This design comes from an exercise in tuning for small area, a short achievable clock period and few clock cycles on the open sky130 flow, not from production work. The RTL was checked by simulation tests, not by an equivalence proof against the original design.

==> run X <==
==> flow/design.v <==
module MIPS_pipeline (
    input clk, rst,
    output [31:0] imem_addr,
    input  [31:0] imem_rdata,
    output [31:0] dmem_addr,
    output [31:0] dmem_wdata,
    output dmem_rd_en,
    output dmem_wr_en,
    input  [31:0] dmem_rdata
);
    reg [31:0] pc, ras;
    reg [31:0] d_ir, d_pc;
    reg        d_v, d_pt, d_tok;           
    reg [31:0] e_a, e_b, e_op2, e_pc4, e_tgt;
    reg        e_inv, e_slt, e_jal, e_lw, e_sw, e_we;
    reg        e_beq, e_bne, e_jr, e_pt, e_tok;   
    reg        e_fam, e_fbm, e_ftm;       
    reg [4:0]  e_rd;
    reg [31:0] m_res, m_wdata;
    reg        m_lw, m_sw, m_we;
    reg [4:0]  m_rd;
    assign dmem_addr  = m_res;
    assign dmem_wdata = m_wdata;
    assign dmem_rd_en = m_lw;
    assign dmem_wr_en = m_sw;
    wire [31:0] m_wb = m_lw ? dmem_rdata : m_res;
    reg  [31:0] rf [1:31];
    wire [31:0] regs [0:31];
    assign regs[0] = 32'd0;
    genvar gi;
    generate
        for (gi = 1; gi < 32; gi = gi + 1) begin : g_rf
            always @(posedge clk)
                if (m_we && m_rd == gi) rf[gi] <= m_wb;
            assign regs[gi] = rf[gi];
        end
    endgenerate
    wire [31:0] x_a   = e_fam ? m_res : e_a;
    wire [31:0] x_op2 = e_fbm ? m_res : e_op2;
    wire [31:0] x_b   = e_ftm ? m_res : e_b;
    wire [32:0] sum   = {1'b0, x_a} + {1'b0, x_op2 ^ {32{e_inv}}} + {32'd0, e_inv};
    wire        lt    = ~sum[32];               
    wire [31:0] e_res = e_jal ? e_pc4 : e_slt ? {31'd0, lt} : sum[31:0];
    wire eq      = (x_a == x_b);
    wire taken   = e_beq ? eq : ~eq;            
    wire mis_br  = (e_beq | e_bne) & ((taken ^ e_pt) | (taken & ~e_tok));
    wire mis_jr  = e_jr & (x_a != d_pc);
    wire mis     = mis_br | mis_jr;
    wire [31:0] redirect = e_jr ? x_a : (taken ? e_tgt : e_pc4);
    wire [5:0]  op = d_ir[31:26];
    wire [5:0]  fn = d_ir[5:0];
    wire [4:0]  rs = d_ir[25:21];
    wire [4:0]  rt = d_ir[20:16];
    wire [4:0]  rd = d_ir[15:11];
    wire [31:0] simm = {{16{d_ir[15]}}, d_ir[15:0]};
    wire is_r    = (op == 6'b000000);
    wire f_add   = is_r & (fn == 6'b100000);
    wire f_sub   = is_r & (fn == 6'b100010);
    wire f_sltr  = is_r & (fn == 6'b101010);
    wire f_jr    = is_r & (fn == 6'b001000);
    wire f_addi  = (op == 6'b001000);
    wire f_slti  = (op == 6'b001010);
    wire f_lw    = (op == 6'b100011);
    wire f_sw    = (op == 6'b101011);
    wire f_beq   = (op == 6'b000100);
    wire f_bne   = (op == 6'b000101);
    wire f_jal   = (op == 6'b000011);
    wire [4:0] dest = f_jal ? 5'd31 : (is_r ? rd : rt);
    wire d_we    = (f_add | f_sub | f_sltr | f_addi | f_slti | f_lw | f_jal) & (dest != 5'd0);
    wire use_imm = f_addi | f_slti | f_lw | f_sw;
    wire use_rt  = is_r | f_beq | f_bne | f_sw;
    wire [31:0] d_pc4 = d_pc + 32'd4;
    wire [31:0] d_bt  = d_pc4 + {simm[29:0], 2'b00};
    wire fam = e_we & (e_rd == rs);
    wire ftm = e_we & (e_rd == rt);
    wire [31:0] rv_a = (m_we & (m_rd == rs)) ? m_wb : regs[rs];
    wire [31:0] rv_b = (m_we & (m_rd == rt)) ? m_wb : regs[rt];
    wire stall = d_v & e_lw & (fam | (ftm & use_rt));
    assign imem_addr = pc;
    wire [31:0] inst = imem_rdata;
    wire [5:0]  p_op = inst[31:26];
    wire p_br  = (p_op == 6'b000100) | (p_op == 6'b000101);
    wire p_j   = (p_op == 6'b000010) | (p_op == 6'b000011);
    wire p_jal = (p_op == 6'b000011);
    wire p_jr  = (p_op == 6'b000000) & (inst[5:0] == 6'b001000);
    wire [31:0] pc4  = pc + 32'd4;
    wire [3:0]  pc8h = pc[31:28] + {3'd0, &pc[27:3]};
    wire [14:0] blo  = {1'b0, pc[15:2]} + {1'b0, inst[13:0]} + 15'd1;
    wire p_tok = (inst[15:14] == 2'b00) ? ~blo[14] : (inst[15:14] == 2'b11) ? blo[14] : 1'b0;
    wire p_pt  = p_br & (p_op[0] | inst[15]);    
    wire [31:0] pred = p_jr ? ras :
                       p_j  ? {pc8h, inst[25:0], 2'b00} :
                       p_pt ? {pc[31:16], blo[13:0], pc[1:0]} : pc4;
    always @(posedge clk) begin
        if (!stall) begin
            d_ir <= inst;
            d_pc <= pc;
        end
        e_a   <= rv_a;
        e_b   <= rv_b;
        e_op2 <= use_imm ? simm : rv_b;
        e_pc4 <= d_pc4;
        e_tgt <= d_bt;
        m_res   <= e_res;
        m_wdata <= x_b;
    end
    always @(posedge clk or posedge rst) begin
        if (rst) begin
            pc <= 32'd0; ras <= 32'd0;
            d_v <= 1'b0; d_pt <= 1'b0; d_tok <= 1'b0;
            e_inv <= 1'b0; e_slt <= 1'b0; e_jal <= 1'b0; e_lw <= 1'b0; e_sw <= 1'b0; e_we <= 1'b0;
            e_beq <= 1'b0; e_bne <= 1'b0; e_jr <= 1'b0; e_pt <= 1'b0; e_tok <= 1'b0;
            e_fam <= 1'b0; e_fbm <= 1'b0; e_ftm <= 1'b0;
            e_rd <= 5'd0;
            m_lw <= 1'b0; m_sw <= 1'b0; m_we <= 1'b0; m_rd <= 5'd0;
        end else begin
            if (mis)         pc <= redirect;
            else if (!stall) pc <= pred;
            if (p_jal & ~mis & ~stall) ras <= pc4;
            if (mis)         begin d_v <= 1'b0; d_pt <= 1'b0; d_tok <= 1'b0; end
            else if (!stall) begin d_v <= 1'b1; d_pt <= p_pt; d_tok <= p_tok; end
            if (mis | stall | ~d_v) begin
                e_inv <= 1'b0; e_slt <= 1'b0; e_jal <= 1'b0; e_lw <= 1'b0; e_sw <= 1'b0; e_we <= 1'b0;
                e_beq <= 1'b0; e_bne <= 1'b0; e_jr <= 1'b0; e_pt <= 1'b0; e_tok <= 1'b0;
                e_fam <= 1'b0; e_fbm <= 1'b0; e_ftm <= 1'b0;
            end else begin
                e_inv <= f_sub | f_sltr | f_slti;
                e_slt <= f_sltr | f_slti;
                e_jal <= f_jal; e_lw <= f_lw; e_sw <= f_sw; e_we <= d_we;
                e_beq <= f_beq; e_bne <= f_bne; e_jr <= f_jr; e_pt <= d_pt; e_tok <= d_tok;
                e_fam <= fam;
                e_fbm <= ftm & ~use_imm;
                e_ftm <= ftm;
            end
            e_rd <= dest;
            m_lw <= e_lw; m_sw <= e_sw; m_we <= e_we; m_rd <= e_rd;
        end
    end
endmodule
==> flow/flow/run.sh <==
#!/bin/bash
set -euo pipefail
bash standard.sh "BUFFER_PORTS_ARGS=-buffer_cell sky130_fd_sc_hd__buf_4" "SETUP_SLACK_MARGIN=6" finish > flow_make.log 2>&1
==> flow/standard.sh <==
#!/bin/bash
# synth_recipe.tcl (not shown) runs the flow's synth.tcl, then flattens the netlist and writes it again
# the make line also repeats each setting of config.mk as NAME=value (left out here)
make -C /OpenROAD-flow-scripts/flow DESIGN_CONFIG=/design/flow/config.mk WORK_HOME=/design/flow/orfs CLKGATE_MAP_FILE= SYNTH_SCRIPT=/design/flow/synth_recipe.tcl "${@:-finish}"
==> flow/config.mk <==
export PLATFORM = sky130hd
export DESIGN_NAME = MIPS_pipeline
export DESIGN_NICKNAME = MIPS_pipeline
export VERILOG_FILES = /design/flow/design.v
export SDC_FILE = /design/flow/constraint.sdc
export NUM_CORES = 8
export LEC_CHECK = 0
export CAP_MARGIN = 20
export CORE_MARGIN = 2
export CORE_UTILIZATION = 40
export CTS_CLUSTER_DIAMETER = 80
export CTS_CLUSTER_SIZE = 20
export SETUP_SLACK_MARGIN = 5
export SLEW_MARGIN = 20
==> flow/constraint.sdc <==
create_clock -name core_clock -period 9.5 [get_ports {clk}]
set_input_delay 1.9000 -clock core_clock [delete_from_list [all_inputs] [get_ports {clk}]]
set_output_delay 1.9000 -clock core_clock [all_outputs]
set_load 0.01 [all_outputs]
==> run C: changes against run X <==
==> flow/design.v (replaced) <==
module MIPS_pipeline (
    input clk, rst,
    output [31:0] imem_addr,
    input  [31:0] imem_rdata,
    output [31:0] dmem_addr,
    output [31:0] dmem_wdata,
    output dmem_rd_en,
    output dmem_wr_en,
    input  [31:0] dmem_rdata
);
    reg [31:0] pc, ras;
    reg [31:0] e_a, e_b, e_pc4;
    reg [15:0] e_imm;                      
    reg        e_rtop;                     
    reg        e_inv, e_slt, e_jal, e_lw, e_sw, e_we;
    reg        e_beq, e_bne, e_jr, e_pt, e_tok;   
    reg [4:0]  e_rd;
    reg [31:0] m_res, m_wdata;
    reg        m_lw, m_sw, m_we;
    reg [4:0]  m_rd;
    assign dmem_addr  = m_res;
    assign dmem_wdata = m_wdata;
    assign dmem_rd_en = m_lw;
    assign dmem_wr_en = m_sw;
    wire [31:0] m_wb = m_lw ? dmem_rdata : m_res;
    reg  [31:0] rf [1:31];
    wire [31:0] regs [0:31];
    assign regs[0] = 32'd0;
    genvar gi;
    generate
        for (gi = 1; gi < 32; gi = gi + 1) begin : g_rf
            always @(posedge clk)
                if (m_we && m_rd == gi) rf[gi] <= m_wb;
            assign regs[gi] = rf[gi];
        end
    endgenerate
    wire [31:0] x_a   = e_a;
    wire [31:0] e_simm = {{16{e_imm[15]}}, e_imm};
    wire [31:0] x_op2 = e_rtop ? (e_b ^ {32{e_inv}}) : e_simm;
    wire [31:0] x_b   = e_b;
    wire [32:0] sum   = {1'b0, x_a} + {1'b0, x_op2} + {32'd0, e_inv};
    wire        lt    = ~sum[32];               
    wire [31:0] e_res = e_jal ? e_pc4 : e_slt ? {31'd0, lt} : sum[31:0];
    wire eq      = (x_a == x_b);
    wire taken   = e_beq ? eq : ~eq;            
    wire mis_br  = (e_beq | e_bne) & ((taken ^ e_pt) | (taken & ~e_tok));
    wire mis_jr  = e_jr & (x_a != pc);
    wire mis     = mis_br | mis_jr;
    wire [31:0] e_tgt    = e_pc4 + {e_simm[29:0], 2'b00};
    wire [31:0] redirect = e_jr ? x_a : (taken ? e_tgt : e_pc4);
    assign imem_addr = pc;
    wire [31:0] inst = imem_rdata;
    wire [5:0]  op = inst[31:26];
    wire [5:0]  fn = inst[5:0];
    wire [4:0]  rs = inst[25:21];
    wire [4:0]  rt = inst[20:16];
    wire [4:0]  rd = inst[15:11];
    wire [31:0] simm = {{16{inst[15]}}, inst[15:0]};
    wire is_r    = (op == 6'b000000);
    wire f_add   = is_r & (fn == 6'b100000);
    wire f_sub   = is_r & (fn == 6'b100010);
    wire f_sltr  = is_r & (fn == 6'b101010);
    wire f_jr    = is_r & (fn == 6'b001000);
    wire f_addi  = (op == 6'b001000);
    wire f_slti  = (op == 6'b001010);
    wire f_lw    = (op == 6'b100011);
    wire f_sw    = (op == 6'b101011);
    wire f_beq   = (op == 6'b000100);
    wire f_bne   = (op == 6'b000101);
    wire f_j     = (op == 6'b000010);
    wire f_jal   = (op == 6'b000011);
    wire f_br    = f_beq | f_bne;
    wire [4:0] dest = f_jal ? 5'd31 : (is_r ? rd : rt);
    wire f_we    = (f_add | f_sub | f_sltr | f_addi | f_slti | f_lw | f_jal) & (dest != 5'd0);
    wire use_imm = f_addi | f_slti | f_lw | f_sw;
    wire use_rt  = is_r | f_br | f_sw;
    wire fam = e_we & (e_rd == rs);
    wire ftm = e_we & (e_rd == rt);
    wire stall = e_lw & (fam | (ftm & use_rt));
    wire fa  = fam | (m_we & (m_rd == rs));
    wire fb  = ftm | (m_we & (m_rd == rt));
    wire [31:0] bp_a = fam ? e_res : m_wb;
    wire [31:0] bp_b = ftm ? e_res : m_wb;
    wire [31:0] rv_a = fa ? bp_a : regs[rs];
    wire [31:0] rv_b = fb ? bp_b : regs[rt];
    wire [31:0] pc4  = pc + 32'd4;
    wire [3:0]  pc8h = pc[31:28] + {3'd0, &pc[27:3]};
    wire [10:0] blo  = {1'b0, pc[11:2]} + {1'b0, inst[9:0]} + 11'd1;
    wire p_tok = (inst[15:10] == 6'b000000) ? ~blo[10] : (inst[15:10] == 6'b111111) ? blo[10] : 1'b0;
    wire p_pt  = f_br & (f_bne | inst[15]);      
    wire [31:0] pred = f_jr ? ras :
                       (f_j | f_jal) ? {pc8h, inst[25:0], 2'b00} :
                       p_pt ? {pc[31:12], blo[9:0], pc[1:0]} : pc4;
    always @(posedge clk) begin
        e_a   <= rv_a;
        e_b   <= rv_b;
        e_imm <= f_slti ? ~inst[15:0] : inst[15:0];
        e_rtop <= ~use_imm;
        e_pc4 <= pc4;
        if (f_jal & ~stall) ras <= pc4;
        e_inv <= f_sub | f_sltr | f_slti;
        e_slt <= f_sltr | f_slti;
        e_jal <= f_jal; e_pt <= p_pt; e_tok <= p_tok;
        e_rd  <= dest;
        m_rd  <= e_rd;
        m_res   <= e_res;
        m_wdata <= x_b;
    end
    always @(posedge clk or posedge rst) begin
        if (rst) begin
            pc <= 32'd0;
            e_lw <= 1'b0; e_sw <= 1'b0; e_we <= 1'b0;
            e_beq <= 1'b0; e_bne <= 1'b0; e_jr <= 1'b0;
            m_lw <= 1'b0; m_sw <= 1'b0; m_we <= 1'b0;
        end else begin
            if (mis)         pc <= redirect;
            else if (!stall) pc <= pred;
            if (mis | stall) begin
                e_lw <= 1'b0; e_sw <= 1'b0; e_we <= 1'b0;
                e_beq <= 1'b0; e_bne <= 1'b0; e_jr <= 1'b0;
            end else begin
                e_lw <= f_lw; e_sw <= f_sw; e_we <= f_we;
                e_beq <= f_beq; e_bne <= f_bne; e_jr <= f_jr;
            end
            m_lw <= e_lw; m_sw <= e_sw; m_we <= e_we;
        end
    end
endmodule
==> flow/flow/run.sh (replaced) <==
#!/bin/bash
set -euo pipefail
bash standard.sh "BUFFER_PORTS_ARGS=-buffer_cell sky130_fd_sc_hd__buf_4" "SETUP_SLACK_MARGIN=6.2" finish > flow_make.log 2>&1
TNS_END_PERCENT = 0   (was not set)
==> reports/metrics.cfg <==
[outcome]
status=timing/DRC/antenna clean

[layout]
seq_area_um2=38540

[route]
drt-total-wl_um=295300

[yosys]
syn-num-nets=4759

The numbers above come from run X.

==> reports/metrics.cfg <==
[yosys]
synth_adder_area_share=0.01746
syn-num-nets=4582

[timing]
finalCriticalPeriod_ps=3862

[layout]
seq_area_um2=35650

[outcome]
status=timing/DRC/antenna clean

[route]
drt-total-wl_um=295900

The numbers above come from run C.

Testbench counts of run X, summed over its fixed seeds: cycles 46,525.
Testbench counts of run C, summed over its fixed seeds: cycles 45,282.

what the ideal ports hide:
No port has a modelled driver above. Below, the same layouts with a new extraction and two added sets of constraints. Step 1 sets driving cells, clkbuf_16 on the clock port and buf_2 on the other inputs (assumed; they add their load-dependent delay and slew). Step 2, shift: input delay + t, output delay - t, t = (earliest + latest rising clock arrival at the registers) / 2. This alone moves slack from input paths to output paths. a / b / c = ideal ports / drivers / drivers and shift; a / b = the first two.
run | shift t [ns] | setup slack, ns | clock arrival spread, ns | worst register clock-pin slew, ns | worst data-port slew with drivers (ns)
run X | 0.796 | 5.814 / 5.814 / 5.215 | 0.102 / 0.101 | 0.10 / 0.10 | 0.05
run C | 0.775 | 5.638 / 5.549 / 4.774 | 0.076 / 0.076 | 0.10 / 0.10 | 0.34
After both steps every run listed still meets setup and hold. For run C, which loses most, drivers alone change the setup slack by -0.089 ns; drivers and shift together by -0.864 ns.
